From an optimization exercise on the open Yosys and OpenROAD flow, aimed at small area; shortcuts taken in it are not production practice. In this exercise RTL edits were held to simulation tests only and were not proved equivalent to the original. Power and IR drop assume default switching activity.

<file path="flow/config.mk">
export PLATFORM = sky130hd
export DESIGN_NAME = top_module
export DESIGN_NICKNAME = top_module
export VERILOG_FILES = /design/flow/design.v
export SDC_FILE = /design/flow/constraint.sdc
export NUM_CORES = 4
export LEC_CHECK = 0
export CAP_MARGIN = 20
export CORE_MARGIN = 2
export CORE_UTILIZATION = 60
export SLEW_MARGIN = 20
</file>
<file path="flow/constraint.sdc">
create_clock -name core_clock -period 5.0 [get_ports {clk}]
set_input_delay 1.0000 -clock core_clock [delete_from_list [all_inputs] [get_ports {clk}]]
set_output_delay 1.0000 -clock core_clock [all_outputs]
set_load 0.01 [all_outputs]
</file>
<file path="flow/design.v">
module fifo (
    input            clk,
    input            rstn,
    input            we,
    input            re,
    input            soft_rst,
    input      [7:0] din,
    output reg [7:0] dout,
    output           full,
    output           empty
);
    reg [4:0] last;
    reg [7:0] mem [15:0];
    integer i;
    assign empty = last[4];
    assign full  = (last == 5'd15);
    wire do_wr = we & ~full;
    wire do_rd = re & ~empty;
    always @(posedge clk) begin
        if (!rstn || soft_rst)
            last <= 5'b11111;
        else if (do_wr && !do_rd)
            last <= last + 5'd1;
        else if (do_rd && !do_wr)
            last <= last - 5'd1;
    end
    always @(posedge clk)
        if (do_wr) begin
            mem[0] <= din;
            for (i = 1; i < 16; i = i + 1)
                mem[i] <= mem[i-1];
        end
    always @(posedge clk) begin
        if (!rstn || soft_rst)
            dout <= 8'd0;
        else if (do_rd)
            dout <= mem[last[3:0]];
    end
endmodule
module fsm (
    input        clk, rstn, pkt_vd,
    input        fifo_full,
    input        fifo_empty0, fifo_empty1, fifo_empty2,
    input        sft_rst,
    input        parity_done, low_pkt_vd,
    input  [1:0] din,
    output       detect_add, ld_state, laf_state,
    output       lfd_state, write_enb_reg, rst_in_reg, busy
);
    localparam decode_address     = 3'b000,
               load_first_data    = 3'b001,
               load_data          = 3'b010,
               wait_till_empty    = 3'b011,
               load_parity        = 3'b100,
               check_parity_error = 3'b101,
               fifo_full_state    = 3'b110,
               load_after_full    = 3'b111;
    reg [2:0] pst, nst;
    always @(posedge clk) begin
        if (!rstn || sft_rst)
            pst <= decode_address;
        else
            pst <= nst;
    end
    reg sel_empty;
    always @(*) begin
        case (din)
            2'd0: sel_empty = fifo_empty0;
            2'd1: sel_empty = fifo_empty1;
            default: sel_empty = fifo_empty2;
        endcase
    end
    always @(*) begin
        nst = decode_address;
        case (pst)
            decode_address:
                if (pkt_vd && din != 2'd3)
                    nst = sel_empty ? load_first_data : wait_till_empty;
            load_first_data:
                nst = load_data;
            load_data:
                nst = fifo_full ? fifo_full_state : (pkt_vd ? load_data : load_parity);
            wait_till_empty:
                nst = (fifo_empty0 || fifo_empty1 || fifo_empty2) ? load_first_data : wait_till_empty;
            load_parity:
                nst = check_parity_error;
            check_parity_error:
                nst = fifo_full ? fifo_full_state : decode_address;
            fifo_full_state:
                nst = fifo_full ? fifo_full_state : load_after_full;
            load_after_full:
                nst = parity_done ? decode_address : (low_pkt_vd ? load_parity : load_data);
        endcase
    end
    assign detect_add    = (pst == decode_address);
    assign lfd_state     = (pst == load_first_data);
    assign ld_state      = (pst == load_data);
    assign laf_state     = (pst == load_after_full);
    assign write_enb_reg = (pst == load_data || pst == load_parity || pst == load_after_full);
    assign rst_in_reg    = (pst == check_parity_error);
    assign busy          = !(pst == load_data || pst == decode_address);
endmodule
module register (
    input        clk, rstn, pkt_vd, fifo_full, rst_in_reg,
    input        detect_addr, ld_state, laf_state,
    input  [7:0] din,
    output reg   parity_done, low_pkt_vd, error,
    output reg [7:0] dout
);
    reg [7:0] fifo_full_reg;
    reg [7:0] pkt_parity_reg;
    reg [7:0] itrnl_parity_reg;
    always @(posedge clk) begin
        if (detect_addr || (ld_state && !fifo_full))
            dout <= din;
        else if (laf_state)
            dout <= fifo_full_reg;
    end
    always @(posedge clk) begin
        if (!rstn)
            fifo_full_reg <= 8'b0;
        else if (ld_state && fifo_full)
            fifo_full_reg <= din;
    end
    always @(posedge clk) begin
        if (!rstn)
            pkt_parity_reg <= 8'b0;
        else if (!pkt_vd && ld_state)
            pkt_parity_reg <= din;
    end
    always @(posedge clk) begin
        if (detect_addr)
            itrnl_parity_reg <= din;
        else if (ld_state && pkt_vd)
            itrnl_parity_reg <= itrnl_parity_reg ^ din;
    end
    always @(posedge clk) begin
        if (!rstn)
            error <= 1'b0;
        else if (parity_done)
            error <= (itrnl_parity_reg != pkt_parity_reg);
    end
    always @(posedge clk) begin
        if (!rstn)
            parity_done <= 1'b0;
        else
            parity_done <= !pkt_vd && ((ld_state && !fifo_full) || laf_state);
    end
    always @(posedge clk) begin
        if (!rstn)
            low_pkt_vd <= 1'b0;
        else if (rst_in_reg)
            low_pkt_vd <= 1'b0;
        else if (ld_state && !pkt_vd)
            low_pkt_vd <= 1'b1;
    end
endmodule
module synchronizer_block (
    input        clk, rstn,
    input        detect_addr, write_enb_reg,
    input        re0, re1, re2,
    input        e0, e1, e2,
    input        f0, f1, f2,
    input  [1:0] din,
    output reg   fifo_full,
    output       vo0, vo1, vo2,
    output       sr0, sr1, sr2,
    output reg [2:0] we
);
    reg [1:0] address;
    reg [4:0] count_0, count_1, count_2;
    always @(posedge clk) begin
        if (!rstn)
            address <= 2'b00;
        else if (detect_addr)
            address <= din;
    end
    always @(*) begin
        we = 3'b000;
        if (write_enb_reg)
            case (address)
                2'b00: we = 3'b001;
                2'b01: we = 3'b010;
                2'b10: we = 3'b100;
                default: we = 3'b000;
            endcase
    end
    always @(*) begin
        case (address)
            2'b00: fifo_full = f0;
            2'b01: fifo_full = f1;
            2'b10: fifo_full = f2;
            default: fifo_full = 1'b0;
        endcase
    end
    assign vo0 = ~e0;
    assign vo1 = ~e1;
    assign vo2 = ~e2;
    assign sr0 = (count_0 == 5'b10000);
    assign sr1 = (count_1 == 5'b10000);
    assign sr2 = (count_2 == 5'b10000);
    always @(posedge clk) begin
        if (!rstn || e0 || re0) count_0 <= 5'd0;
        else count_0 <= {count_0[3:0], count_0[4] ^ count_0[1] ^ ~|count_0};
    end
    always @(posedge clk) begin
        if (!rstn || e1 || re1) count_1 <= 5'd0;
        else count_1 <= {count_1[3:0], count_1[4] ^ count_1[1] ^ ~|count_1};
    end
    always @(posedge clk) begin
        if (!rstn || e2 || re2) count_2 <= 5'd0;
        else count_2 <= {count_2[3:0], count_2[4] ^ count_2[1] ^ ~|count_2};
    end
endmodule
module top_module (
    input         clk, rstn,
    input         pkt_vd,
    input         re0, re1, re2,
    input  [7:0]  din,
    output        vo0, vo1, vo2,
    output        busy, error,
    output [7:0]  dout0, dout1, dout2
);
    wire sr0, sr1, sr2;
    wire parity_done, fifo_full, low_pkt_vd;
    wire fe0, fe1, fe2;
    wire full0, full1, full2;
    wire detect_addr, ld_state, laf_state, write_enb_reg;
    wire lfd_state, rst_int_reg;
    wire [2:0] we;
    wire [7:0] data_out;
    fifo f1 (.clk(clk), .rstn(rstn), .we(we[0]), .re(re0), .soft_rst(sr0),
             .din(data_out), .dout(dout0), .full(full0), .empty(fe0));
    fifo f2 (.clk(clk), .rstn(rstn), .we(we[1]), .re(re1), .soft_rst(sr1),
             .din(data_out), .dout(dout1), .full(full1), .empty(fe1));
    fifo f3 (.clk(clk), .rstn(rstn), .we(we[2]), .re(re2), .soft_rst(sr2),
             .din(data_out), .dout(dout2), .full(full2), .empty(fe2));
    fsm fb (
        .clk(clk), .rstn(rstn), .pkt_vd(pkt_vd), .din(din[1:0]),
        .fifo_full(fifo_full),
        .fifo_empty0(fe0), .fifo_empty1(fe1), .fifo_empty2(fe2),
        .sft_rst(sr0 | sr1 | sr2),
        .parity_done(parity_done), .low_pkt_vd(low_pkt_vd),
        .detect_add(detect_addr), .ld_state(ld_state), .laf_state(laf_state),
        .lfd_state(lfd_state), .write_enb_reg(write_enb_reg),
        .rst_in_reg(rst_int_reg), .busy(busy)
    );
    register r1 (
        .clk(clk), .rstn(rstn), .pkt_vd(pkt_vd), .fifo_full(fifo_full),
        .rst_in_reg(rst_int_reg),
        .detect_addr(detect_addr), .ld_state(ld_state), .laf_state(laf_state),
        .din(din),
        .parity_done(parity_done), .low_pkt_vd(low_pkt_vd), .error(error),
        .dout(data_out)
    );
    synchronizer_block s1 (
        .clk(clk), .rstn(rstn),
        .detect_addr(detect_addr), .write_enb_reg(write_enb_reg),
        .re0(re0), .re1(re1), .re2(re2),
        .e0(fe0), .e1(fe1), .e2(fe2),
        .f0(full0), .f1(full1), .f2(full2),
        .din(din[1:0]),
        .vo0(vo0), .vo1(vo1), .vo2(vo2),
        .sr0(sr0), .sr1(sr1), .sr2(sr2),
        .fifo_full(fifo_full), .we(we)
    );
endmodule
</file>
<file path="flow/flow/run.sh">
#!/bin/bash
# The standard layout (standard.sh) with three changes:
#  - synthesis maps logic with an area-oriented ABC script (flow/area.abc);
#    the rest of the synthesis script, and so every register, is the standard flow's own;
#  - clock tree: no dummy loads, clkbuf_8 sink clusters;
#  - port buffers use the smallest buffer cell.
set -euo pipefail
HERE=$(pwd)
cat flow/abc_override.tcl synth_recipe.tcl > my_synth.tcl
sed "s#SYNTH_SCRIPT=[^ ]*#SYNTH_SCRIPT=$HERE/my_synth.tcl#" standard.sh > my_standard.sh
export MY_ABC_SCRIPT=$HERE/flow/area.abc
export CTS_ARGS="-sink_clustering_enable -repair_clock_nets -buf_list sky130_fd_sc_hd__clkbuf_4 -dont_use_dummy_load -sink_clustering_size 10 -sink_clustering_max_diameter 40"
export BUFFER_PORTS_ARGS="-buffer_cell sky130_fd_sc_hd__buf_1"
bash my_standard.sh > standard.log 2>&1
</file>
<file path="flow/flow/abc_override.tcl">
# Map the combinational logic with an area-oriented ABC script (flow/area.abc)
# instead of ORFS's delay-driven one. Everything else in synthesis is unchanged.
proc abc {args} {
  set i [lsearch -exact $args -script]
  if { $i >= 0 } { set args [lreplace $args $i [expr {$i + 1}] -script $::env(MY_ABC_SCRIPT)] }
  set i [lsearch -exact $args -D]
  if { $i >= 0 } { set args [lreplace $args $i [expr {$i + 1}]] }
  yosys abc {*}$args
}
</file>
<file path="flow/flow/area.abc">
strash
&get -n
&st
&dch
&nf -a -R 1000 -Q 100 -C 32
&put
mfs2 -a
strash
&get -n
&st
&dch
&nf -a -R 1000 -Q 100 -C 32
&put
</file>
<file path="flow/standard.sh">
#!/bin/bash
# synth_recipe.tcl (not shown) runs the flow's synth.tcl, then flattens the netlist and writes it again
# the make line also repeats each setting of config.mk as NAME=value (left out here)
make -C /OpenROAD-flow-scripts/flow DESIGN_CONFIG=/design/flow/config.mk WORK_HOME=/design/flow/orfs CLKGATE_MAP_FILE= SYNTH_SCRIPT=/design/flow/synth_recipe.tcl "${@:-finish}"
</file>
==> results of run 1 <==
==> cells in the mapped netlist (3+ instances only) <==
| library cell | number |
|---|---|
| a21o_1 | 6 |
| a21oi_1 | 22 |
| a221oi_1 | 20 |
| a222oi_1 | 85 |
| a22oi_1 | 34 |
| a31oi_1 | 12 |
| and2_0 | 16 |
| and4_1 | 8 |
| clkinv_1 | 18 |
| dfxtp_1 | 78 |
| edfxtp_1 | 400 |
| fa_1 | 3 |
| ha_1 | 12 |
| mux2_1 | 9 |
| mux2i_1 | 5 |
| nand2_1 | 58 |
| nand2b_1 | 10 |
| nand3_1 | 19 |
| nand4_1 | 17 |
| nor2_1 | 72 |
| nor2b_1 | 3 |
| nor3_1 | 22 |
| nor3b_1 | 3 |
| nor4_1 | 7 |
| o211ai_1 | 3 |
| o21a_1 | 3 |
| o21ai_0 | 40 |
| o221a_1 | 9 |
| o22ai_1 | 5 |
| xnor2_1 | 19 |
| xor2_1 | 14 |
==> report_power, final <==
group	internal [mW]	switching (mW)
combinational	0.126	0.260
sequential	4.52	0.136
clock	0.531	1.16
total	5.18	1.56
==> path summary, 6_finish.rpt <==
check | slack, ps | to
hold / removal | 430 | f2.mem[7][3]
hold reg to reg | 430 | f2.mem[7][3]
setup / recovery | 1640 | f1.last[4]
setup reg to reg | 1640 | f1.last[4]
==> logic make-up (layout without fill, tap and decap cells) <==
family                   Yosys count  in the layout  synth area share, %
AO/OA/AOI/OAI                    247            247                11.25
XOR/XNOR                          33             33                1.662
adder cells (fa/ha/maj)           15             15                1.208
buffers and inverters             18            150               0.3884
flip-flops                       478            478                78.03
multiplexers                      14             14               0.8703
other                              0              2                    0
AND/OR/NAND/NOR                  239            239                6.596
==> stage by stage <==
step / setup TNS [ps] / util [%] / power (mW) / hold WS, ps
6_report: 0 / 66.06 / 6.739 / 427.7
5_1_grt: 0 / 66.06 / 6.994 / 450.4
4_1_cts: 0 / 66.05 / 6.802 / 421.9
3_5_place_dp: 0 / 64.52 / 5.133 / 429.6
3_3_place_gp: 0 / 64.52 / 5.123 / 427.6
2_1_floorplan: -176360 / - / 4.975 / 420.8
==> layout by cell type (no fill, tap or decap), types with 19 or more instances in the layout <==
| cell type | instances |
|---|---|
| nand2_1 | 53 |
| dfxtp_1 | 73 |
| a222oi_1 | 85 |
| o21ai_0 | 39 |
| a22oi_1 | 34 |
| edfxtp_1 | 400 |
| nor2_1 | 68 |
| buf_4 | 32 |
| xnor2_1 | 19 |
| nor3_1 | 20 |
| buf_1 | 42 |
| a221oi_1 | 20 |
| clkbuf_4 | 58 |
==> layer usage <==
metal	vias up	wire length, um	track usage [%]
li1	4604	-	-
met1	5034	16470	37.45
met2	541	17590	39.22
met3	89	3570	5.074
met4	0	1090	8.263
met5	-	0	0
==> cell type report <==
| class | count | area share, % |
|---|---|---|
| tap | 384 | 2.541 |
| inverter | 18 | 0.3838 |
| antenna | 2 | 0.02647 |
| multi-input combinational | 548 | 20.81 |
| timing repair buffer | 74 | 2.104 |
| sequential | 478 | 71.83 |
| clock buffer | 58 | 2.303 |
==> metrics.yaml, run 1 <==
run_status:
  outcome: "no timing/DRC/antenna violations"
clock_network:
  clockBufferDepth: 3
  cts_resized: 0
  root_buffer: "clkbuf_4"
  clock_sinks: 478
  worstSkewPairLatency_ps: 730
  cts_hold_repair.buffers: 0
  clk_pin_slew_worst_paths_ps: 100
  numCtsBuffers: 58
  h-tree-depth: 2
  cts_tree: "yes"
  postCtsSetupRepairBufs: 0
final_layout:
  reg_top3: "f1.mem x128, f2.mem x128, f3.mem x128"
  seqCellArea_mm2: 0.01358
  final_layout_size_suffix_gt1_share_pct: 10.80
  fin_area_mm2: 0.01891
  fillerInstances: 2059
  fin_cells: 1562
  multi_input_area_mm2: 0.003935
  area_growth_pct: 8.710
  final_net_count: 1207
global_routing:
  grt-ovfl-total: 0
  grt_usage_pct: 25.58
  grt_pass1_wl_um: 58860
  grt_antenna_before_repair: 1
  grt_pass1_vias: 9988
  grt_max_degree: 89
routing:
  drt-initial-drc-count: 1612
  via_count: 10268
  routed_wl_um: 38720
  drc: 0
  vias_per_cell: 6.574
  ant_nets: 0
  first_pass_iters: 9
  wl_per_cell_um: 24.79
timing:
  slew_headroom_pct: 20.36
  finalClockSkew_ps: 34.65
  tightest_slew_ps: 1186
  hold_viol: 0
  period_needed_ps: 3363
  slew_violations: 0
  fmax_mhz: 297.3
  grt_setup_unrepaired: "false"
  period_share_pct: 67.26
  setup_viol: 0
  setup_slack_ps: 1637
die:
  die_h_um: 174.3
  dieArea_mm2: 0.03037
  core_mm2: 0.02863
  num_rows: 62
  ios: 43
  start_util_pct: 60.77
  fp.dieW_um: 174.3
pwr:
  irDropWorstVdd_v: 0.0002082
  p_per_area_mw_per_mm2: 356.3
  p_leak_nw: 5.991
placed_design:
  dp.cells: 1502
  dpl-instance-area_mm2: 0.01847
  place_congestion: 0.7930
  post-dp-hpwl_um: 23830
  portBuffers: 42
  preCtsSetupSlack_ps: 1468
worst_setup_path:
  path_delay_family: "simple AND/OR/NAND/NOR gates"
  cp_slowest_cell: "dfxtp_1"
  ff2ff_path_depth: 13
  cp-start-kind: "flip-flop"
  setup.worst_path.class: "reg -> reg"
  cp.depth: 13
  cp_cell_sequence: "nand2_2, nor2_2, a2111oi_4, buf_4, ha_1, clkinv_2, ha_1, a21o_1, a21oi_2, xnor2_1, nor2_1, xnor2_1, nand2_1"
  worst_ep_required_time_ps: 5560
  r2r_start: "f1.last[0]"
  arrival_ps: 3920
  critPathMaxFanout: 42
  critPathBufInv: 2
  slowest_delay_ps: 600
  endpoint_kind: "flip-flop"
  crit_start: "f1.last[0]"
synthesis:
  ys_seq_area_share_pct: 78.03
  yosysWarnings: 5
  synth_area_leaders: "edfxtp_1 (69%), dfxtp_1 (9.0%), a222oi_1 (4.9%), nor2_1 (1.6%), a22oi_1 (1.5%)"
  ys_ff_latch: 478
  postSynthAreaPerCell_um2: 16.66
  synth_edf_count: 400
  syn_nets: 1073
  synth.cell_area_mm2: 0.01740
  synth_largest_area_cell: "edfxtp_1"
  yosysTopAreaCellShare_pct: 69.05
  ys.flop_type: "edfxtp_1"
  syn_inst: 1044
  synth_cell_types: 41
  async_reset_ff_share_pct: 0
min_path:
  hp-class: "reg -> reg"
  min_from: "f2.mem[6][3]"
  min_path_cells: 0
run:
  cap_violations: 0
==> run 2, diff against run 1 <==
==> flow/flow/run.sh (replaced) <==
#!/bin/bash
# The standard layout (standard.sh) with three changes:
#  - synthesis maps logic with an area-oriented ABC script (flow/area.abc);
#    the rest of the synthesis script, and so every register, is the standard flow's own;
#  - clock tree: no dummy loads, clkbuf_8 sink clusters;
#  - port buffers use the smallest buffer cell;
#  - no pre-placement timing repair at floorplan (REMOVE_ABC_BUFFERS=1): it
#    upsizes cells against unplaced, unbuffered wire loads.
set -euo pipefail
HERE=$(pwd)
cat flow/abc_override.tcl synth_recipe.tcl > my_synth.tcl
sed "s#SYNTH_SCRIPT=[^ ]*#SYNTH_SCRIPT=$HERE/my_synth.tcl#" standard.sh > my_standard.sh
export MY_ABC_SCRIPT=$HERE/flow/area.abc
export CTS_ARGS="-sink_clustering_enable -repair_clock_nets -buf_list sky130_fd_sc_hd__clkbuf_4 -dont_use_dummy_load -sink_clustering_size 10 -sink_clustering_max_diameter 40"
export REMOVE_ABC_BUFFERS=1
export BUFFER_PORTS_ARGS="-buffer_cell sky130_fd_sc_hd__buf_1"
bash my_standard.sh > standard.log 2>&1
==> metrics.yaml, run 2 <==
clock_network:
  cts_hold_repair.buffers: 0
  h-tree-depth: 2
  numCtsBuffers: 58
  postCtsSetupRepairBufs: 0
  clk_pin_slew_worst_paths_ps: 110
  worstSkewPairLatency_ps: 740
  cts_tree: "yes"
  cts_resized: 0
  root_buffer: "clkbuf_4"
  clockBufferDepth: 3
  clock_sinks: 478
worst_setup_path:
  setup.worst_path.class: "reg -> reg"
  worst_ep_required_time_ps: 5340
  reg2reg_to: "f3.mem[10][2]"
  arrival_ps: 3740
  critPathMaxFanout: 76
  cp-start-kind: "flip-flop"
  ff2ff_path_depth: 6
  endpoint_kind: "flip-flop"
  crit_start: "fb.pst[1]"
  r2r_start: "fb.pst[1]"
  r2r_setup_slack_ps: 1600
timing:
  period_share_pct: 67.95
  fmax_mhz: 294.3
  period_needed_ps: 3398
  tightest_slew_ps: 1125
  slew_violations: 0
  finalClockSkew_ps: 62.53
  grt_setup_unrepaired: "false"
  slew_headroom_pct: 24.30
  setup_viol: 0
  hold_viol: 0
final_layout:
  area_growth_pct: 8.257
  fin_cells: 1569
  final_core_util_pct: 65.79
  final_layout_size_suffix_gt1_share_pct: 9.037
  final_common_cell: "edfxtp_1"
  final_net_count: 1215
  reg_top3: "f1.mem x128, f2.mem x128, f3.mem x128"
  mostFrequentLayoutCells: "edfxtp_1 (400), a222oi_1 (85), dfxtp_1 (78), nor2_1 (72)"
synthesis:
  postSynthAreaPerCell_um2: 16.66
  async_reset_ff_share_pct: 0
  synth_area_leaders: "edfxtp_1 (69%), dfxtp_1 (9.0%), a222oi_1 (4.9%), nor2_1 (1.6%), a22oi_1 (1.5%)"
  ys.flop_type: "edfxtp_1"
  synth.cell_area_mm2: 0.01740
  synth_cell_types: 41
  synth_largest_area_cell: "edfxtp_1"
  ys_seq_area_share_pct: 78.03
  ys_ff_latch: 478
  synth.most_common_cell: "edfxtp_1"
  synthTopCellsByCount: "edfxtp_1 (400), a222oi_1 (85), dfxtp_1 (78)"
  yosysTopAreaCellShare_pct: 69.05
  synth_edf_count: 400
  yosysWarnings: 5
  syn_inst: 1044
die:
  fp.dieW_um: 174.3
  ios: 43
  core_mm2: 0.02863
  start_util_pct: 60.77
  die_h_um: 174.3
  dieArea_mm2: 0.03037
  num_rows: 62
global_routing:
  grt-ovfl-total: 0
  grt_max_degree: 77
  grt_pass1_vias: 10061
  grt_antenna_before_repair: 1
  grt_pass1_wl_um: 59130
  grt_usage_pct: 25.66
routing:
  drt-initial-drc-count: 1605
  routed_wl_um: 38800
  via_count: 10360
  first_pass_iters: 8
  drc: 0
  wl_per_cell_um: 24.73
  vias_per_cell: 6.603
  ant_nets: 0
run_status:
  outcome: "no timing/DRC/antenna violations"
placed_design:
  dp.cells: 1510
  post-dp-hpwl_um: 23770
  place_congestion: 0.7952
  portBuffers: 42
pwr:
  p_sw_share_pct: 23.13
  internal-power_mw: 5.173
  p_sw_mw: 1.557
  p_seq_share_pct: 69.2
  irDropWorstVdd_v: 0.0002157
  p_per_area_mw_per_mm2: 357.4
  p_leak_nw: 6.025
  power_frac_comb_pct: 5.6
  clockPowerShare_pct: 25.2
min_path:
  hp-class: "reg -> reg"
  holdPathEnd: "f1.mem[12][4]"
  min_path_cells: 0
  min_from: "f1.mem[11][4]"
run:
  cap_violations: 0
==> run 2: cell counts after synthesis <==
Identical to the previous run, type by type.
==> run 2: cells by family after synthesis <==
family | share of synthesized area, %
simple gates | 6.596
compound gates | 11.25
flops | 78.03
mux | 0.8703
xor+xnor | 1.662
buf+inv | 0.3884
fa+ha+maj | 1.208
==> run 2: routing by layer <==
| metal | part of all wire (%) | wire length [um] | track usage (%) |
|---|---|---|---|
| met3 | 9.0 | 3493 | 4.659 |
| met4 | 2.2 | 872 | 7.318 |
| met5 | 0 | 0 | 0 |
| met2 | 46 | 18040 | 39.25 |
| met1 | 42 | 16400 | 38.43 |
==> run 2: worst max-delay path: stages, from the launching register on <==
cell	delay (ps)
dfxtp_1	560
nand3_1	230
nand2_1	120
a21oi_1	100
nor4b_2	490
buf_4	620
buf_4	840
==> run 2: through the flow <==
| step | power [mW] | hold slack, ps | setup slack, ps | instance area, um2 | setup TNS (ps) |
|---|---|---|---|---|---|
| finish | 6.730 | 410.2 | 1603 | 18830 | 0 |
| global route | 6.990 | 435.4 | 1363 | 18830 | 0 |
| CTS | 6.792 | 427.5 | 1614 | 18820 | 0 |
| detailed placement | 5.119 | 432.7 | 1506 | 18390 | 0 |
| global placement | 5.113 | 426.5 | 1552 | 18390 | 0 |
| floorplan | 5.037 | 420.8 | -19620 | 17400 | -5871760 |
==> run 2: how the worst max path moves through the flow <==
| stage | to | slack (ps) | cells past startpoint |
|---|---|---|---|
| global route | f3.mem[13][0] | 1360 | 6 |
| global placement | f3.last[4] | 1550 | 13 |
| CTS | f3.mem[14][1] | 1610 | 6 |
| detailed placement | f1.last[4] | 1510 | 13 |
| floorplan | f1.last[4] | -19620 | 13 |
| finish | f3.mem[10][2] | 1600 | 6 |
==> run 2: layout make-up <==
class / count / area (um2)
antenna: 1 / 2.502
timing repair buffer: 82 / 457.9
tap: 384 / 480.5
multi-input combinational: 548 / 3815
fill: 2054 / 9793
sequential: 478 / 13570
clock buffer: 58 / 435.4
inverter: 18 / 67.56
==> run 2: power groups by stage <==
stage               Combinational (mW)  Sequential (mW)  Clock (mW)
global placement                 0.371             4.74           0
detailed placement               0.375             4.74           0
CTS                              0.375             4.66        1.76
global route                     0.413             4.68        1.90
finish                           0.374             4.66        1.70
floorplan                        0.251             4.79           0
==> run 3, diff against run 2 <==
--- a/flow/config.mk
+++ b/flow/config.mk
@@ -8,4 +8,5 @@
 export CAP_MARGIN = 20
 export CORE_MARGIN = 2
 export CORE_UTILIZATION = 60
+export PLACE_DENSITY = 0.8
 export SLEW_MARGIN = 20
==> metrics.yaml, run 3 <==
run_status:
  outcome: "no timing/DRC/antenna violations"
routing:
  routed_wl_um: 38240
  ant_nets: 0
  drc: 0
  vias_per_cell: 6.745
  first_pass_iters: 8
  via_count: 10535
  drt-initial-drc-count: 1662
  wl_per_cell_um: 24.48
timing:
  hold_slack_ps: 410.3
  grt_setup_unrepaired: "false"
  hold_viol: 0
  finalSetupTns_ps: 0
  slew_headroom_pct: 26.59
  setup_slack_ps: 1401
  slew_violations: 0
  period_needed_ps: 3599
  period_share_pct: 71.98
  tightest_slew_ps: 1092
  finalClockSkew_ps: 87.93
  setup_viol: 0
  fmax_mhz: 277.9
final_layout:
  fillerInstances: 1980
  final_net_count: 1208
  seqCellArea_mm2: 0.01357
  final_common_cell: "edfxtp_1"
  final_layout_size_suffix_gt1_share_pct: 8.156
  multi_input_area_mm2: 0.003785
  reg_top3: "f1.mem x128, f2.mem x128, f3.mem x128"
  final_core_util_pct: 65.50
  mostFrequentLayoutCells: "edfxtp_1 (400), a222oi_1 (85), dfxtp_1 (78), nor2_1 (72)"
  area_growth_pct: 7.782
worst_setup_path:
  worst_ep_required_time_ps: 5540
  slowest_delay_ps: 570
  cp_cell_sequence: "nand3_1, nand2_1, a21oi_1, a2111oi_2, buf_4, ha_1, clkinv_1, ha_1, a21o_1, a21oi_1, a21oi_1, o21ai_0, xnor2_1, nand2_1"
  setup.worst_path.class: "reg -> reg"
  arrival_ps: 4140
  cp_slowest_cell: "dfxtp_1"
  cp-start-kind: "flip-flop"
  critPathMaxFanout: 46
  endpoint_kind: "flip-flop"
  cpMostUsedCell: "a21oi_1"
global_routing:
  grt_pass1_wl_um: 59170
  grt_pass1_vias: 10561
  grt_max_degree: 85
  grt_antenna_before_repair: 1
  grt_usage_pct: 25.28
  grt-ovfl-total: 0
clock_network:
  cts_tree: "yes"
  cts_hold_repair.buffers: 0
  root_buffer: "clkbuf_4"
  numCtsBuffers: 58
  worstSkewPairLatency_ps: 730
  clockBufferDepth: 3
  cts_resized: 0
  h-tree-depth: 2
  postCtsSetupRepairBufs: 0
  clock_sinks: 478
  clk_pin_slew_worst_paths_ps: 120
die:
  num_rows: 62
  die_h_um: 174.3
  dieArea_mm2: 0.03037
  start_util_pct: 60.77
  ios: 43
  fp.dieW_um: 174.3
  core_mm2: 0.02863
run:
  cap_violations: 0
pwr:
  p_per_area_mw_per_mm2: 358.4
  fin_total_pwr_mw: 6.719
  p_sw_share_pct: 23.03
  clockPowerShare_pct: 25.2
  internal-power_mw: 5.172
  p_sw_mw: 1.547
  power_frac_comb_pct: 5.6
  p_seq_share_pct: 69.2
  irDropWorstVdd_v: 0.0002206
  p_leak_nw: 5.972
synthesis:
  synth_area_leaders: "edfxtp_1 (69%), dfxtp_1 (9.0%), a222oi_1 (4.9%), nor2_1 (1.6%), a22oi_1 (1.5%)"
  ys.flop_type: "edfxtp_1"
  yosysWarnings: 5
  synth_largest_area_cell: "edfxtp_1"
  synth_cell_types: 41
  async_reset_ff_share_pct: 0
  yosysTopAreaCellShare_pct: 69.05
  synth_edf_count: 400
  synthTopCellsByCount: "edfxtp_1 (400), a222oi_1 (85), dfxtp_1 (78)"
  synth.cell_area_mm2: 0.01740
  syn_inst: 1044
  ys_seq_area_share_pct: 78.03
  ys_ff_latch: 478
  postSynthAreaPerCell_um2: 16.66
  synth.most_common_cell: "edfxtp_1"
placed_design:
  portBuffers: 42
  post-dp-hpwl_um: 24180
  preCtsSetupSlack_ps: 1177
  place_congestion: 0.8459
min_path:
  hp-class: "reg -> reg"
run 3: path summary, 6_finish.rpt:
check                 endpoint  slack (ps)          from  cells after the start
hold / removal    f3.mem[7][6]         410  f3.mem[6][6]                      0
setup reg to reg    f2.last[4]        1400     fb.pst[1]                     14
hold reg to reg   f3.mem[7][6]         410  f3.mem[6][6]                      0
setup / recovery    f2.last[4]        1400     fb.pst[1]                     14
run 3: per-layer routing:
metal  share of wire (%)  track usage, %
met5                   0               0
met3                  11           5.687
met4                 3.4           9.804
met2                  46           37.96
met1                  40           36.61
run 3: cell families after synthesis:
| logic type | Yosys count | share of synthesized area (%) |
|---|---|---|
| AO/OA/AOI/OAI | 247 | 11.25 |
| AND/OR/NAND/NOR | 239 | 6.596 |
| multiplexers | 14 | 0.8703 |
| adder cells (fa/ha/maj) | 15 | 1.208 |
| flip-flops | 478 | 78.03 |
| XOR/XNOR | 33 | 1.662 |
| buffers and inverters | 18 | 0.3884 |
run 3: critical path, delay by kind of cell, from the launching register on:
kind | cells | cell delay, ps
AO/OA/AOI/OAI | 6 | 890
XOR/XNOR | 1 | 150
buffers and inverters | 2 | 690
AND/OR/NAND/NOR | 3 | 420
adder cells (fa/ha/maj) | 2 | 700
flip-flops | 1 | 570
run 3: through the flow:
stage,area [um2],instances
6_report,18750,1562
3_5_place_dp,18310,1503
5_1_grt,18750,1562
4_1_cts,18740,1561
2_1_floorplan,17400,1044
3_3_place_gp,18310,1503
run 3: area by class of cell:
class | instances | area share (%)
Sequential cell | 478 | 72.39
Multi-Input combinational cell | 548 | 20.19
Tap cell | 384 | 2.563
Clock buffer | 58 | 2.322
Timing Repair Buffer | 75 | 2.162
Inverter | 18 | 0.3604
Antenna cell | 1 | 0.01335
run 3: power groups by stage:
stage	logic, mW	registers [mW]	clock network, mW
finish	0.375	4.65	1.69
detailed placement	0.371	4.74	0
CTS	0.373	4.65	1.73
floorplan	0.251	4.79	0
global route	0.413	4.67	1.86
global placement	0.356	4.73	0
==> run 4, diff against run 3 <==
--- a/flow/config.mk
+++ b/flow/config.mk
@@ -7,6 +7,6 @@
 export LEC_CHECK = 0
 export CAP_MARGIN = 20
 export CORE_MARGIN = 2
-export CORE_UTILIZATION = 60
-export PLACE_DENSITY = 0.8
+export CORE_UTILIZATION = 75
+export PLACE_DENSITY = 0.9
 export SLEW_MARGIN = 20
==> metrics.yaml, run 4 <==
run_status:
  outcome: "no timing/DRC/antenna violations"
routing:
  via_count: 10966
  first_pass_iters: 10
  routed_wl_um: 39560
  ant_nets: 0
  vias_per_cell: 7.521
  drt-initial-drc-count: 2249
  drc: 0
  wl_per_cell_um: 27.13
placed_design:
  place_congestion: 0.8820
  portBuffers: 42
  dpl-instance-area_mm2: 0.01815
  preCtsSetupSlack_ps: 1271
  post-dp-hpwl_um: 24640
  dp.cells: 1400
timing:
  grt_setup_unrepaired: "false"
  tightest_slew_ps: 1146
  hold_slack_ps: 420.3
  slew_violations: 0
  finalClockSkew_ps: 89.28
  slew_headroom_pct: 23.34
  hold_viol: 0
  setup_viol: 0
  fmax_mhz: 257.1
  period_needed_ps: 3890
  finalSetupTns_ps: 0
  period_share_pct: 77.80
  setup_slack_ps: 1110
worst_setup_path:
  ff2ff_path_depth: 13
  r2r_setup_slack_ps: 1110
  slowest_delay_ps: 920
  reg2reg_to: "f1.last[4]"
  cp_cell_sequence: "nand2_1, nor2_1, a2111oi_2, buf_4, ha_1, clkinv_1, ha_1, a21o_1, a21oi_1, xnor2_1, nor2_1, xnor2_1, nand2_1"
  critPathBufInv: 2
  path_delay_family: "simple AND/OR/NAND/NOR gates"
  crit_start: "f1.last[2]"
  critPathMaxFanout: 39
  cp_slowest_cell: "nor2_1"
  endpoint_kind: "flip-flop"
  worst_ep_required_time_ps: 5580
  cp-start-kind: "flip-flop"
  setup.worst_path.class: "reg -> reg"
  arrival_ps: 4470
  r2r_start: "f1.last[2]"
synthesis:
  async_reset_ff_share_pct: 0
  postSynthAreaPerCell_um2: 16.66
  synth.most_common_cell: "edfxtp_1"
  synth_cell_types: 41
  ys.flop_type: "edfxtp_1"
  ys_seq_area_share_pct: 78.03
  yosysTopAreaCellShare_pct: 69.05
  syn_inst: 1044
  synthTopCellsByCount: "edfxtp_1 (400), a222oi_1 (85), dfxtp_1 (78)"
  synth.cell_area_mm2: 0.01740
  yosysWarnings: 5
  ys_ff_latch: 478
  synth_edf_count: 400
  synth_area_leaders: "edfxtp_1 (69%), dfxtp_1 (9.0%), a222oi_1 (4.9%), nor2_1 (1.6%), a22oi_1 (1.5%)"
  synth_largest_area_cell: "edfxtp_1"
final_layout:
  final_common_cell: "edfxtp_1"
  final_net_count: 1203
  final_core_util_pct: 81.97
  fillerInstances: 1112
  fin_area_mm2: 0.01862
  final_layout_size_suffix_gt1_share_pct: 7.765
  reg_top3: "f1.mem x128, f2.mem x128, f3.mem x128"
  mostFrequentLayoutCells: "edfxtp_1 (400), a222oi_1 (85), dfxtp_1 (78), nor2_1 (72), nand2_1 (58)"
  fin_cells: 1458
  area_growth_pct: 7.013
die:
  ios: 43
  dieArea_mm2: 0.02443
  num_rows: 55
  start_util_pct: 76.60
  die_h_um: 156.3
  fp.dieW_um: 156.3
  core_mm2: 0.02271
global_routing:
  grt_pass1_vias: 10603
  grt-ovfl-total: 0
  grt_pass1_wl_um: 59970
  grt_max_degree: 97
  grt_usage_pct: 32.72
  grt_antenna_before_repair: 1
min_path:
  min_from: "f3.mem[14][0]"
  hp-class: "reg -> reg"
  min_path_cells: 0
  holdPathEnd: "f3.mem[15][0]"
pwr:
  irDropWorstVdd_v: 0.0002674
  fin_total_pwr_mw: 6.716
  p_leak_nw: 5.970
  p_per_area_mw_per_mm2: 360.8
clock_network:
  cts_tree: "yes"
  clock_sinks: 478
  root_buffer: "clkbuf_4"
  numCtsBuffers: 55
  h-tree-depth: 2
  worstSkewPairLatency_ps: 750
  clk_pin_slew_worst_paths_ps: 100
  postCtsSetupRepairBufs: 0
  cts_resized: 0
  cts_hold_repair.buffers: 0
  clockBufferDepth: 3
run:
  cap_violations: 0
run 4: cell counts after synthesis:
No cell type changed its count.
run 4: worst register-to-register path, stage by stage (launching register included):
cell       delay (ps)
dfxtp_1           590
nand2_1           230
nor2_1            920
a2111oi_2         180
buf_4             340
ha_1              290
clkinv_1          110
ha_1              280
a21o_1            170
a21oi_1           190
xnor2_1           140
nor2_1             80
xnor2_1           160
nand2_1            60
run 4: cell families after synthesis:
group	synth area share [%]
buf+inv	0.3884
fa+ha+maj	1.208
xor+xnor	1.662
compound gates	11.25
mux	0.8703
flops	78.03
simple gates	6.596
run 4: final cells by class:
cell class                      count  area [um2]  area share (%)
Inverter                           18       67.56          0.3630
Antenna cell                        1       2.502         0.01344
Multi-Input combinational cell    548        3794           20.38
Sequential cell                   478       13570           72.91
Tap cell                          285       356.6           1.916
Timing Repair Buffer               73       409.1           2.198
Clock buffer                       55       412.9           2.218
run 4: power by group:
part / switching (mW) / internal [mW] / leakage, nW / total, mW
Combinational: 0.262 / 0.123 / 1.45 / 0.385
Sequential: 0.138 / 4.52 / 4.27 / 4.66
Clock: 1.17 / 0.504 / 0.253 / 1.67
Total: 1.57 / 5.15 / 5.97 / 6.72
run 4: worst max-delay path by stage:
stage	slack, ps	depth (start not counted)	end
after detailed placement	1270	13	f1.last[4]
final	1110	13	f1.last[4]
after CTS	1260	13	f1.last[4]
after floorplan	-19620	13	f1.last[4]
after global routing	910	13	f1.last[4]
after global placement	1530	14	f1.last[4]
run 4: routing by layer:
layer  part of all wire (%)  up-vias  track usage, %
li1                       -     4594               -
met1                     36     5237           46.14
met2                     47      971           50.85
met3                     13      164           7.948
met4                    4.2        0           12.10
met5                      0        -          0.8282
==> run 5, diff against run 4 <==
--- a/flow/flow/run.sh
+++ b/flow/flow/run.sh
@@ -13,5 +13,6 @@
 export MY_ABC_SCRIPT=$HERE/flow/area.abc
 export CTS_ARGS="-sink_clustering_enable -repair_clock_nets -buf_list sky130_fd_sc_hd__clkbuf_4 -dont_use_dummy_load -sink_clustering_size 10 -sink_clustering_max_diameter 40"
 export REMOVE_ABC_BUFFERS=1
+export DONT_USE_CELLS="sky130_fd_sc_hd__buf_4 sky130_fd_sc_hd__buf_6 sky130_fd_sc_hd__buf_8 sky130_fd_sc_hd__buf_12 sky130_fd_sc_hd__buf_16"
 export BUFFER_PORTS_ARGS="-buffer_cell sky130_fd_sc_hd__buf_1"
 bash my_standard.sh > standard.log 2>&1
--- a/flow/config.mk
+++ b/flow/config.mk
@@ -7,6 +7,6 @@
 export LEC_CHECK = 0
 export CAP_MARGIN = 20
 export CORE_MARGIN = 2
-export CORE_UTILIZATION = 75
-export PLACE_DENSITY = 0.9
+export CORE_UTILIZATION = 60
+export PLACE_DENSITY = 0.8
 export SLEW_MARGIN = 20
==> metrics.yaml, run 5 <==
placed_design:
  portBuffers: 42
  dpl-instance-area_mm2: 0.01831
  post-dp-hpwl_um: 24180
  preCtsSetupSlack_ps: 1177
  place_congestion: 0.8459
  dp.cells: 1503
routing:
  via_count: 10535
  first_pass_iters: 8
  vias_per_cell: 6.745
  drc: 0
  ant_nets: 0
  routed_wl_um: 38240
  drt-initial-drc-count: 1662
  wl_per_cell_um: 24.48
pwr:
  irDropWorstVdd_v: 0.0002206
  fin_total_pwr_mw: 6.719
  p_per_area_mw_per_mm2: 358.4
  p_leak_nw: 5.972
timing:
  fmax_mhz: 277.9
  hold_viol: 0
  setup_slack_ps: 1401
  period_needed_ps: 3599
  grt_setup_unrepaired: "false"
  period_share_pct: 71.98
  slew_violations: 0
  tightest_slew_ps: 1092
  hold_slack_ps: 410.3
  slew_headroom_pct: 26.59
  finalSetupTns_ps: 0
  finalClockSkew_ps: 87.93
  setup_viol: 0
worst_setup_path:
  setup.worst_path.class: "reg -> reg"
  arrival_ps: 4140
  crit_start: "fb.pst[1]"
  crit_end: "f2.last[4]"
  cpMostUsedCell: "a21oi_1"
  cp-start-kind: "flip-flop"
  cp_cell_sequence: "nand3_1, nand2_1, a21oi_1, a2111oi_2, buf_4, ha_1, clkinv_1, ha_1, a21o_1, a21oi_1, a21oi_1, o21ai_0, xnor2_1, nand2_1"
  worst_ep_required_time_ps: 5540
  reg2reg_to: "f2.last[4]"
  slowest_delay_ps: 570
  endpoint_kind: "flip-flop"
  r2r_start: "fb.pst[1]"
  cp_slowest_cell: "dfxtp_1"
  ff2ff_path_depth: 14
  critPathMaxFanout: 46
  r2r_setup_slack_ps: 1400
run_status:
  outcome: "no timing/DRC/antenna violations"
synthesis:
  synth.most_common_cell: "edfxtp_1"
  synth.cell_area_mm2: 0.01740
  postSynthAreaPerCell_um2: 16.66
  synth_largest_area_cell: "edfxtp_1"
  yosysTopAreaCellShare_pct: 69.05
  synth_cell_types: 41
  ys.flop_type: "edfxtp_1"
  synth_area_leaders: "edfxtp_1 (69%), dfxtp_1 (9.0%), a222oi_1 (4.9%), nor2_1 (1.6%), a22oi_1 (1.5%)"
  syn_inst: 1044
  async_reset_ff_share_pct: 0
  ys_ff_latch: 478
  synthTopCellsByCount: "edfxtp_1 (400), a222oi_1 (85), dfxtp_1 (78)"
  synth_edf_count: 400
  yosysWarnings: 5
  ys_seq_area_share_pct: 78.03
clock_network:
  h-tree-depth: 2
  root_buffer: "clkbuf_4"
  worstSkewPairLatency_ps: 730
  clockBufferDepth: 3
  postCtsSetupRepairBufs: 0
  cts_hold_repair.buffers: 0
  cts_resized: 0
  cts_tree: "yes"
  clock_sinks: 478
  clk_pin_slew_worst_paths_ps: 120
  numCtsBuffers: 58
global_routing:
  grt_max_degree: 85
  grt_antenna_before_repair: 1
  grt_usage_pct: 25.28
  grt_pass1_vias: 10561
  grt_pass1_wl_um: 59170
  grt-ovfl-total: 0
final_layout:
  final_layout_size_suffix_gt1_share_pct: 8.156
  final_net_count: 1208
  reg_top3: "f1.mem x128, f2.mem x128, f3.mem x128"
  final_core_util_pct: 65.50
  fin_area_mm2: 0.01875
  multi_input_area_mm2: 0.003785
  mostFrequentLayoutCells: "edfxtp_1 (400), a222oi_1 (85), dfxtp_1 (78), nor2_1 (72)"
  fillerInstances: 1980
  final_common_cell: "edfxtp_1"
  area_growth_pct: 7.782
  seqCellArea_mm2: 0.01357
  fin_cells: 1562
die:
  die_h_um: 174.3
  dieArea_mm2: 0.03037
  ios: 43
  fp.dieW_um: 174.3
  num_rows: 62
  start_util_pct: 60.77
  core_mm2: 0.02863
run:
  cap_violations: 0
min_path:
  hp-class: "reg -> reg"
==> run 5: final cells by class <==
class / count / area share, %
timing repair buffer: 75 / 2.162
clock buffer: 58 / 2.322
tap: 384 / 2.563
inverter: 18 / 0.3604
sequential: 478 / 72.39
antenna: 1 / 0.01335
multi-input combinational: 548 / 20.19
==> run 5: critical path, delay by kind of cell, from the launching register on <==
family          cells  cell delay (ps)
flops               1              570
simple gates        3              420
xor+xnor            1              150
compound gates      6              890
fa+ha+maj           2              700
buf+inv             2              690
==> run 5: kinds of logic after synthesis <==
logic type                 Yosys count  share of synthesized area (%)
xor gates and xnor gates            33                          1.662
and+or+nand+nor                    239                          6.596
adders and majority gates           15                          1.208
buffers and inverters               18                         0.3884
AOI/OAI and AO/OA                  247                          11.25
muxes                               14                         0.8703
DFF                                478                          78.03
==> run 5: metal layers <==
layer,track usage (%),vias to the layer above,share of wire [%]
met5,0,-,0
met4,9.804,0,3.4
met3,5.687,116,11
met2,37.96,638,46
met1,36.61,5171,40
li1,-,4610,-
==> run 5: power breakdown <==
group	total [mW]	internal, mW	switching [mW]
sequential	4.65	4.52	0.129
combinational	0.375	0.120	0.256
clock	1.69	0.530	1.16
==> run 5: worst min-delay path by stage <==
stage                  start            end  slack, ps  cells past startpoint
2_1_floorplan   f2.mem[0][1]   f2.mem[1][1]        420                      0
3_3_place_gp   f3.mem[11][7]  f3.mem[12][7]        430                      0
3_5_place_dp    f1.mem[7][7]   f1.mem[8][7]        430                      0
4_1_cts         f3.mem[6][6]   f3.mem[7][6]        410                      0
5_1_grt         f3.mem[6][6]   f3.mem[7][6]        430                      0
6_report        f3.mem[6][6]   f3.mem[7][6]        410                      0
==> run 6, diff against run 5 <==
==> flow/flow/run.sh (replaced) <==
#!/bin/bash
# The standard layout (standard.sh) with three changes:
#  - synthesis maps logic with an area-oriented ABC script (flow/area.abc);
#    the rest of the synthesis script, and so every register, is the standard flow's own;
#  - clock tree: no dummy loads, clkbuf_8 sink clusters;
#  - port buffers use the smallest buffer cell.
set -euo pipefail
HERE=$(pwd)
cat flow/abc_override.tcl synth_recipe.tcl > my_synth.tcl
sed "s#SYNTH_SCRIPT=[^ ]*#SYNTH_SCRIPT=$HERE/my_synth.tcl#" standard.sh > my_standard.sh
export MY_ABC_SCRIPT=$HERE/flow/area.abc
export CTS_ARGS="-sink_clustering_enable -repair_clock_nets -buf_list sky130_fd_sc_hd__clkbuf_8 -dont_use_dummy_load -sink_clustering_size 16 -sink_clustering_max_diameter 50"
export BUFFER_PORTS_ARGS="-buffer_cell sky130_fd_sc_hd__buf_1"
bash my_standard.sh > standard.log 2>&1
==> flow/flow/area.abc (replaced) <==
strash
&get -n
&st
&dch
&nf -a -R 1000
&put
mfs2 -a
strash
&get -n
&st
&dch
&nf -a -R 1000
&put
==> flow/config.mk (replaced) <==
export PLATFORM = sky130hd
export DESIGN_NAME = top_module
export DESIGN_NICKNAME = top_module
export VERILOG_FILES = /design/flow/design.v
export SDC_FILE = /design/flow/constraint.sdc
export NUM_CORES = 4
export LEC_CHECK = 0
export CAP_MARGIN = 0
export CORE_MARGIN = 2
export CORE_UTILIZATION = 40
export SLEW_MARGIN = 0
==> metrics.yaml, run 6 <==
synthesis:
  ys.flop_type: "edfxtp_1"
  syn_inst: 1091
  ys_seq_area_share_pct: 77.65
  synth.cell_area_mm2: 0.01748
  synth_area_leaders: "edfxtp_1 (69%), dfxtp_1 (8.9%), a222oi_1 (3.6%), a22oi_1 (2.0%), nor2_1 (2.0%)"
  yosysTopAreaCellShare_pct: 68.71
  synth_cell_types: 38
  synthTopCellsByCount: "edfxtp_1 (400), nor2_1 (91), dfxtp_1 (78)"
  postSynthAreaPerCell_um2: 16.02
  async_reset_ff_share_pct: 0
  synth_edf_count: 400
  synth.most_common_cell: "edfxtp_1"
  syn_nets: 1120
  yosysWarnings: 5
  ys_ff_latch: 478
  synth_largest_area_cell: "edfxtp_1"
final_layout:
  final_common_cell: "edfxtp_1"
  reg_top3: "f1.mem x128, f2.mem x128, f3.mem x128"
  fillerInstances: 3791
  final_layout_size_suffix_gt1_share_pct: 8.894
  fin_cells: 1788
  area_growth_pct: 10.72
  diodes: 0
  mostFrequentLayoutCells: "edfxtp_1 (400), nor2_1 (89), dfxtp_1 (70), nand2_1 (64), a222oi_1 (62)"
  final_net_count: 1234
  final_core_util_pct: 44.93
routing:
  routed_wl_um: 39040
  drc: 0
  wl_per_cell_um: 21.84
  wl_met1_um: 17280
  via_count: 10208
  ant_nets: 0
  first_pass_iters: 8
  wl_met2_um: 17710
  wl_met3_um: 2920
  routed.top_layer: "met5"
  drt-initial-drc-count: 1144
  vias_per_cell: 5.709
die:
  fp.dieW_um: 213.1
  dieArea_mm2: 0.04539
  num_rows: 76
  ios: 43
  core_mm2: 0.04308
  die_h_um: 213.1
  start_util_pct: 40.58
timing:
  setup_viol: 0
  finalClockSkew_ps: 41.33
  hold_viol: 0
  setup_slack_ps: 1900
  period_share_pct: 62.00
  slew_headroom_pct: 19.11
  period_needed_ps: 3100
  grt_setup_unrepaired: "false"
  slew_violations: 0
  fmax_mhz: 322.6
  tightest_slew_ps: 1204
run_status:
  outcome: "no timing/DRC/antenna violations"
clock_network:
  cts_hold_repair.buffers: 0
  h-tree-depth: 2
  cts_tree: "yes"
  clockBufferDepth: 3
  clk_pin_slew_worst_paths_ps: 90
  numCtsBuffers: 43
  cts_resized: 0
  root_buffer: "clkbuf_8"
  postCtsSetupRepairBufs: 0
  worstSkewPairLatency_ps: 620
  clock_sinks: 478
pwr:
  p_leak_nw: 6.121
  p_per_area_mw_per_mm2: 460.8
  fin_total_pwr_mw: 8.919
  irDropWorstVdd_v: 0.0002758
global_routing:
  grt_max_degree: 87
  grt_antenna_before_repair: 1
  grt-ovfl-total: 0
  grt_usage_pct: 17.48
  grt_pass1_vias: 9981
  grt_pass1_wl_um: 60130
placed_design:
  portBuffers: 42
  dp.cells: 1745
  preCtsSetupSlack_ps: 1292
  post-dp-hpwl_um: 24530
  place_congestion: 0.8055
worst_setup_path:
  cp-start-kind: "primary input"
  critPathMaxFanout: 14
  arrival_ps: 3580
  worst_ep_required_time_ps: 5470
  setup.worst_path.class: "in -> reg"
  endpoint_kind: "flip-flop"
run:
  cap_violations: 0
min_path:
  hp-class: "reg -> reg"
run 6: changes by cell type in the layout (fill, tap and decap cells not counted), sizes merged, moves of 11 or more:
cell / previous run / this run
a22o: 1 / 12
a222oi: 85 / 62
a21oi: 22 / 43
clkbuf: 58 / 43
nor2: 72 / 91
a22oi: 34 / 46
run 6: critical path: stages:
cell	delay, ps
buf_1	100
nor2b_1	650
clkinv_1	380
ha_1	330
clkinv_2	100
ha_1	270
a21o_1	210
a21oi_2	140
xnor2_1	130
nor2_1	70
xnor2_1	140
nand2_1	60
run 6: area by class of cell:
class,instances,area (um2),area share [%]
flip-flops and latches,478,13590,70.21
multi-input cells,599,4024,20.79
inverters,14,57.56,0.2974
well taps,585,732.0,3.782
clock buffers,43,591.8,3.058
repair buffers,69,360.3,1.862
run 6: metrics by stage:
step	TNS (ps)	hold slack (ps)	instance area, um2
detailed placement	0	433.3	18760
global route	0	436.2	19350
finish	0	425.9	19350
CTS	0	429.7	19350
floorplan	-4156	425.2	17650
global placement	0	428.4	18760
run 6: final timing paths:
check	startpoint	to	slack, ps	depth (start not counted)
max	re2	f3.last[4]	1900	12
min	f3.mem[12][6]	f3.mem[13][6]	430	0
max reg2reg	fb.pst[1]	f3.mem[5][6]	1910	5
min reg2reg	f3.mem[12][6]	f3.mem[13][6]	430	0
run 6: cells by family after synthesis:
kind of cell               synth area share, %
AOI/OAI and AO/OA                        11.12
xor gates and xnor gates                 1.704
adders and majority gates                1.202
buffers and inverters                   0.3006
DFF                                      77.65
muxes                                   0.8661
and+or+nand+nor                          7.165
run 6: routing by layer:
layer	up-vias	GRT usage [%]
li1	4644	-
met1	5102	25.14
met2	396	26.36
met3	64	3.456
met4	2	6.487
met5	-	0
run 6: power breakdown:
| group | total, mW | internal, mW | switching (mW) | leakage, nW |
|---|---|---|---|---|
| Clock | 1.97 | 0.769 | 1.20 | 0.309 |
| Sequential | 5.61 | 5.19 | 0.418 | 4.28 |
| Combinational | 1.34 | 0.422 | 0.917 | 1.54 |
==> run 7, diff against run 6 <==
==> flow/flow/run.sh (replaced) <==
#!/bin/bash
# The standard layout (standard.sh), with these changes:
#  - synthesis maps the logic with an area-oriented ABC script (flow/area.abc)
#    and without ORFS's half/full-adder extraction; the rest of the synthesis
#    script is the standard flow's own, so the registers are the standard synthesis's;
#  - no pre-placement timing repair at floorplan (REMOVE_ABC_BUFFERS=1): it
#    upsizes cells against unplaced, unbuffered wire loads;
#  - clock tree: clkbuf_4 sink clusters of up to 10 flops, no dummy loads;
#  - port buffers use the smallest buffer cell (buf_1).
# Each tool's full output goes to ORFS's logs; make's output to standard.log.
set -euo pipefail
HERE=$(pwd)
cat flow/abc_override.tcl synth_recipe.tcl > my_synth.tcl
sed "s#SYNTH_SCRIPT=[^ ]*#SYNTH_SCRIPT=$HERE/my_synth.tcl#" standard.sh > my_standard.sh
export MY_ABC_SCRIPT=$HERE/flow/area.abc
export ADDER_MAP_FILE=
export REMOVE_ABC_BUFFERS=1
export CTS_ARGS="-sink_clustering_enable -repair_clock_nets -buf_list sky130_fd_sc_hd__clkbuf_4 -dont_use_dummy_load -sink_clustering_size 12 -sink_clustering_max_diameter 35"
export BUFFER_PORTS_ARGS="-buffer_cell sky130_fd_sc_hd__buf_1"
bash my_standard.sh > standard.log 2>&1
==> flow/flow/area.abc (replaced) <==
strash
&get -n
&st
&dch
&nf -a -R 1000 -Q 100 -C 32
&put
mfs2 -a
strash
&get -n
&st
&dch
&nf -a -R 1000 -Q 100 -C 32
&put
mfs2 -a
strash
&get -n
&st
&dch
&nf -a -R 1000 -Q 100 -C 32
&put
==> flow/config.mk (replaced) <==
export PLATFORM = sky130hd
export DESIGN_NAME = top_module
export DESIGN_NICKNAME = top_module
export VERILOG_FILES = /design/flow/design.v
export SDC_FILE = /design/flow/constraint.sdc
export NUM_CORES = 4
export LEC_CHECK = 0
export CAP_MARGIN = 20
export CORE_MARGIN = 2
export CORE_UTILIZATION = 60
export PLACE_DENSITY = 0.8
export SLEW_MARGIN = 20
==> metrics.yaml, run 7 <==
routing:
  drc: 0
  wl_per_cell_um: 24.02
  routed_wl_um: 37370
  drt-initial-drc-count: 1711
  via_count: 10493
  ant_nets: 0
  vias_per_cell: 6.744
  first_pass_iters: 8
timing:
  period_share_pct: 68.28
  period_needed_ps: 3414
  hold_viol: 0
  slew_violations: 0
  slew_headroom_pct: 26.82
  grt_setup_unrepaired: "false"
  fmax_mhz: 292.9
  setup_viol: 0
  finalSetupTns_ps: 0
  hold_slack_ps: 404.3
  finalClockSkew_ps: 80.95
  tightest_slew_ps: 1089
worst_setup_path:
  reg2reg_to: "r1.dout[0]"
  ff2ff_path_depth: 6
  setup.worst_path.class: "reg -> reg"
  critPathMaxFanout: 11
  r2r_setup_slack_ps: 1590
  worst_ep_required_time_ps: 5460
  path_delay_family: "compound AO/OA/AOI/OAI gates"
  cpMostUsedCell: "nand2_1"
  cp_cell_sequence: "nand2_1, nor2_1, nand2_1, o32ai_1, a21oi_1, mux2_1"
  cp.depth: 6
  cp_slowest_cell: "nor2_1"
  slowest_delay_ps: 670
  cp-start-kind: "flip-flop"
  critPathBufInv: 0
  arrival_ps: 3870
  r2r_start: "f2.last[0]"
  endpoint_kind: "flip-flop"
clock_network:
  clockBufferDepth: 3
  clk_pin_slew_worst_paths_ps: 110
  clock_sinks: 478
  numCtsBuffers: 58
  worstSkewPairLatency_ps: 730
  cts_resized: 0
  postCtsSetupRepairBufs: 0
  root_buffer: "clkbuf_4"
  cts_tree: "yes"
  h-tree-depth: 2
  cts_hold_repair.buffers: 0
synthesis:
  synth_edf_count: 400
  ys_ff_latch: 478
  ys_seq_area_share_pct: 78.85
  async_reset_ff_share_pct: 0
  synth_top_family_by_area: "compound AO/OA/AOI/OAI gates"
  yosysWarnings: 5
  synthMuxAreaShare_pct: 0.5234
  yosysTopAreaCellShare_pct: 69.78
  synth_largest_area_cell: "edfxtp_1"
  synth_compound_area_share_pct: 11.41
  ys.flop_type: "edfxtp_1"
  postSynthAreaPerCell_um2: 16.46
  synth-xor-area-share_pct: 1.781
  synth-simple-area-share_pct: 7.305
  synth.cell_area_mm2: 0.01721
  synthAdderAreaFrac_pct: 0
  synthTopCellsByCount: "edfxtp_1 (400), nor2_1 (88), a222oi_1 (83)"
  syn_inst: 1046
  synth_cell_types: 35
  synth_area_leaders: "edfxtp_1 (70%), dfxtp_1 (9.1%), a222oi_1 (4.8%), nor2_1 (1.9%), a22oi_1 (1.6%)"
  synth.most_common_cell: "edfxtp_1"
final_layout:
  final_core_util_pct: 65.09
  fin_cells: 1556
  reg_top3: "f1.mem x128, f2.mem x128, f3.mem x128"
  final_common_cell: "edfxtp_1"
  mostFrequentLayoutCells: "edfxtp_1 (400), nor2_1 (88), a222oi_1 (83), dfxtp_1 (78), clkbuf_4 (58)"
  final_net_count: 1187
  final_layout_size_suffix_gt1_share_pct: 7.686
  area_growth_pct: 7.661
min_path:
  hp-class: "reg -> reg"
  min_path_cells: 0
  holdPathEnd: "f3.mem[11][1]"
  min_from: "f3.mem[10][1]"
pwr:
  p_seq_share_pct: 66.2
  irDropWorstVdd_v: 0.0002272
  p_leak_nw: 5.759
  p_sw_mw: 2.114
  internal-power_mw: 5.683
  p_sw_share_pct: 27.11
  clockPowerShare_pct: 21.5
  p_per_area_mw_per_mm2: 420.7
  power_frac_comb_pct: 12.3
global_routing:
  grt_usage_pct: 24.66
  grt_pass1_wl_um: 57350
  use_met3_pct: 5.351
  met1_usage_pct: 35.10
  busiest_layer: "met2"
  grt-ovfl-total: 0
  grt_antenna_before_repair: 1
  use_met2_pct: 38.03
  grt_pass1_vias: 10171
  grt_max_degree: 130
die:
  fp.dieW_um: 173.4
  dieArea_mm2: 0.03006
  die_h_um: 173.4
  start_util_pct: 60.46
  num_rows: 62
  ios: 43
  core_mm2: 0.02847
run:
  cap_violations: 0
placed_design:
  portBuffers: 42
  dp.cells: 1497
  place_congestion: 0.8825
  post-dp-hpwl_um: 23390
run_status:
  outcome: "no timing/DRC/antenna violations"
run 7: kinds of logic (layout without fill, tap and decap cells):
logic type,count (synthesis),after routing
flops,478,478
simple gates,260,260
compound gates,259,259
xor+xnor,35,35
mux,8,8
buf+inv,6,131
other cells,0,1
run 7: metrics by stage:
stage          total power, mW  setup slack (ps)  instance area (um2)
2_1_floorplan            5.838             -6783                17210
3_3_place_gp             6.135              1921                18080
3_5_place_dp             6.188              1733                18080
4_1_cts                  7.821              1679                18520
5_1_grt                  8.112              1287                18530
6_report                 7.797              1586                18530
run 7: worst max-delay path by stage:
stage | to | from | slack, ps
after CTS | r1.dout[0] | f2.last[0] | 1680
after global placement | r1.dout[7] | f2.last[0] | 1920
final | r1.dout[0] | f2.last[0] | 1590
after detailed placement | f3.last[4] | fb.pst[1] | 1730
after floorplan | f3.last[4] | fb.pst[1] | -6780
after global routing | f3.last[4] | fb.pst[1] | 1290
run 7: metal layers:
| metal | vias to the layer above | wire length [um] |
|---|---|---|
| met2 | 672 | 17320 |
| met5 | - | 0 |
| met4 | 0 | 1058 |
| met3 | 96 | 3876 |
| met1 | 5134 | 15120 |
| li1 | 4591 | - |
run 7: cell type report:
class | count | area [um2]
Clock buffer | 58 | 435.4
Sequential cell | 478 | 13570
Multi-Input combinational cell | 562 | 3656
Tap cell | 384 | 480.5
Antenna cell | 1 | 2.502
Inverter | 6 | 22.52
Fill cell | 2010 | 9938
Timing Repair Buffer | 67 | 361.6
run 7: power by group through the flow:
stage                     sequential, mW  clock, mW  combinational [mW]
after global placement              5.22          0               0.917
final                               5.16       1.67               0.963
after global routing                5.20       1.86                1.06
after CTS                           5.15       1.72               0.954
after detailed placement            5.24          0               0.952
after floorplan                     5.20          0               0.637
==> run 8, diff against run 7 <==
--- a/flow/flow/run.sh
+++ b/flow/flow/run.sh
@@ -15,6 +15,6 @@
 export MY_ABC_SCRIPT=$HERE/flow/area.abc
 export ADDER_MAP_FILE=
 export REMOVE_ABC_BUFFERS=1
-export CTS_ARGS="-sink_clustering_enable -repair_clock_nets -buf_list sky130_fd_sc_hd__clkbuf_4 -dont_use_dummy_load -sink_clustering_size 12 -sink_clustering_max_diameter 35"
+export CTS_ARGS="-sink_clustering_enable -repair_clock_nets -buf_list sky130_fd_sc_hd__clkbuf_4 -dont_use_dummy_load -sink_clustering_size 10 -sink_clustering_max_diameter 40"
 export BUFFER_PORTS_ARGS="-buffer_cell sky130_fd_sc_hd__buf_1"
 bash my_standard.sh > standard.log 2>&1
--- a/flow/config.mk
+++ b/flow/config.mk
@@ -8,5 +8,7 @@
 export CAP_MARGIN = 20
 export CORE_MARGIN = 2
 export CORE_UTILIZATION = 60
+export GPL_ROUTABILITY_DRIVEN = 0
+export GPL_TIMING_DRIVEN = 0
 export PLACE_DENSITY = 0.8
 export SLEW_MARGIN = 20
==> metrics.yaml, run 8 <==
synthesis:
  ys_ff_latch: 478
  synth_cell_types: 35
  synth.most_common_cell: "edfxtp_1"
  ys.flop_type: "edfxtp_1"
  async_reset_ff_share_pct: 0
  yosysWarnings: 5
  synth_largest_area_cell: "edfxtp_1"
  synthTopCellsByCount: "edfxtp_1 (400), nor2_1 (88), a222oi_1 (83)"
  synth.cell_area_mm2: 0.01721
  syn_inst: 1046
  synth_edf_count: 400
  yosysTopAreaCellShare_pct: 69.78
  postSynthAreaPerCell_um2: 16.46
  ys_seq_area_share_pct: 78.85
  synth_area_leaders: "edfxtp_1 (70%), dfxtp_1 (9.1%), a222oi_1 (4.8%), nor2_1 (1.9%), a22oi_1 (1.6%)"
clock_network:
  cts_tree: "yes"
  h-tree-depth: 2
  cts_resized: 0
  clk_pin_slew_worst_paths_ps: 100
  clock_sinks: 478
  root_buffer: "clkbuf_4"
  postCtsSetupRepairBufs: 0
  numCtsBuffers: 57
  clockBufferDepth: 3
  cts_hold_repair.buffers: 0
  worstSkewPairLatency_ps: 750
min_path:
  hp-class: "reg -> reg"
  min_from: "f1.mem[7][3]"
  min_path_cells: 0
  holdPathEnd: "f1.mem[8][3]"
placed_design:
  post-dp-hpwl_um: 25080
  portBuffers: 42
  dpl-instance-area_mm2: 0.01832
routing:
  wl_per_cell_um: 24.46
  first_pass_iters: 6
  drc: 0
  ant_nets: 0
  via_count: 10670
  drt-initial-drc-count: 1775
  vias_per_cell: 6.783
  routed_wl_um: 38480
final_layout:
  area_growth_pct: 9.006
  reg_top3: "f1.mem x128, f2.mem x128, f3.mem x128"
  final_core_util_pct: 65.90
  final_net_count: 1203
  final_common_cell: "edfxtp_1"
  final_layout_size_suffix_gt1_share_pct: 10.45
  fin_area_mm2: 0.01876
  mostFrequentLayoutCells: "edfxtp_1 (400), nor2_1 (88), a222oi_1 (83), dfxtp_1 (78)"
global_routing:
  grt_pass1_vias: 10573
  grt_antenna_before_repair: 1
  grt_pass1_wl_um: 59010
  grt_max_degree: 19
  grt_usage_pct: 25.43
  grt-ovfl-total: 0
timing:
  period_needed_ps: 3620
  finalSetupTns_ps: 0
  tightest_slew_ps: 1124
  hold_viol: 0
  grt_setup_unrepaired: "false"
  slew_headroom_pct: 24.94
  period_share_pct: 72.40
  fmax_mhz: 276.3
  finalClockSkew_ps: 59.44
  setup_viol: 0
  slew_violations: 0
worst_setup_path:
  slowest_delay_ps: 860
  endpoint_kind: "flip-flop"
  reg2reg_to: "r1.dout[2]"
  arrival_ps: 4080
  r2r_setup_slack_ps: 1380
  ff2ff_path_depth: 7
  critPathBufInv: 0
  cp_slowest_cell: "nor2_1"
  critPathMaxFanout: 11
  cpMostUsedCell: "nand2_1"
  path_delay_family: "simple AND/OR/NAND/NOR gates"
  setup.worst_path.class: "reg -> reg"
  cp.depth: 7
  cp-start-kind: "flip-flop"
  cp_cell_sequence: "nand2_1, nor2_1, a21o_1, nand2_1, o32ai_1, a21oi_1, mux2_1"
  r2r_start: "f1.last[0]"
  worst_ep_required_time_ps: 5460
die:
  num_rows: 62
  start_util_pct: 60.46
  fp.dieW_um: 173.4
  core_mm2: 0.02847
  dieArea_mm2: 0.03006
  ios: 43
  die_h_um: 173.4
pwr:
  irDropWorstVdd_v: 0.0003229
  p_per_area_mw_per_mm2: 418.8
  p_leak_nw: 5.854
run:
  cap_violations: 0
run_status:
  outcome: "no timing/DRC/antenna violations"
==> run 8: cell count changes in the layout (fill, tap and decap cells not counted), sizes merged <==
cell and change:
buf +17, clkbuf -1, diode +1
==> run 8: how the worst max path moves through the flow <==
stage | end | from
after CTS | r1.dout[0] | f1.last[0]
final | r1.dout[2] | f1.last[0]
after global placement | f3.last[4] | fb.pst[1]
after detailed placement | r1.dout[3] | f1.last[0]
after global routing | r1.dout[2] | f1.last[0]
after floorplan | f3.last[4] | fb.pst[1]
==> run 8: area by class of cell <==
cell class | instances | area [um2]
Timing Repair Buffer | 84 | 508.0
Tap cell | 384 | 480.5
Fill cell | 1936 | 9707
Inverter | 6 | 22.52
Sequential cell | 478 | 13570
Multi-Input combinational cell | 562 | 3746
Antenna cell | 2 | 5.005
Clock buffer | 57 | 427.9
==> run 8: metal layers <==
| metal | vias to the layer above | track usage (%) | routed length (um) |
|---|---|---|---|
| met5 | - | 0 | 0 |
| met4 | 0 | 10.24 | 1237 |
| met3 | 100 | 5.197 | 4078 |
| met2 | 689 | 39.67 | 17890 |
| met1 | 5255 | 35.69 | 15270 |
| li1 | 4626 | - | - |
==> run 8: report_power, final <==
| group | switching (mW) | internal [mW] |
|---|---|---|
| sequential | 0.320 | 4.84 |
| clock | 1.15 | 0.521 |
| combinational | 0.687 | 0.343 |
==> run 8: stage by stage <==
stage	worst slack [ps]	total power, mW	hold WS, ps	std cells
floorplan	-6783	5.838	416.8	1046
global placement	-10110	6.234	420.0	1472
CTS	1435	7.866	422.4	1571
detailed placement	1485	6.247	433.9	1514
finish	1380	7.859	425.7	1573
global route	1099	8.157	423.5	1573
==> run 8: kinds of logic after synthesis <==
family,count (synthesis),share of synthesized area (%)
xor gates and xnor gates,35,1.781
muxes,8,0.5234
DFF,478,78.85
buffers and inverters,6,0.1308
AOI/OAI and AO/OA,259,11.41
and+or+nand+nor,260,7.305
==> run 8: worst reg2reg max path: stages, from the launching register on <==
cell and delay (ps):
dfxtp_1 600, nand2_1 270, nor2_1 860, a21o_1 300
nand2_1 90, o32ai_1 360, a21oi_1 460, mux2_1 430

Setup slack of run 8, layout unchanged: 1.380 ns with ideal ports, 1.380 ns with driving cells assumed (clock clkbuf_16, inputs buf_2), 1.380 ns with port delays also shifted by the 0.752 ns mid clock arrival.
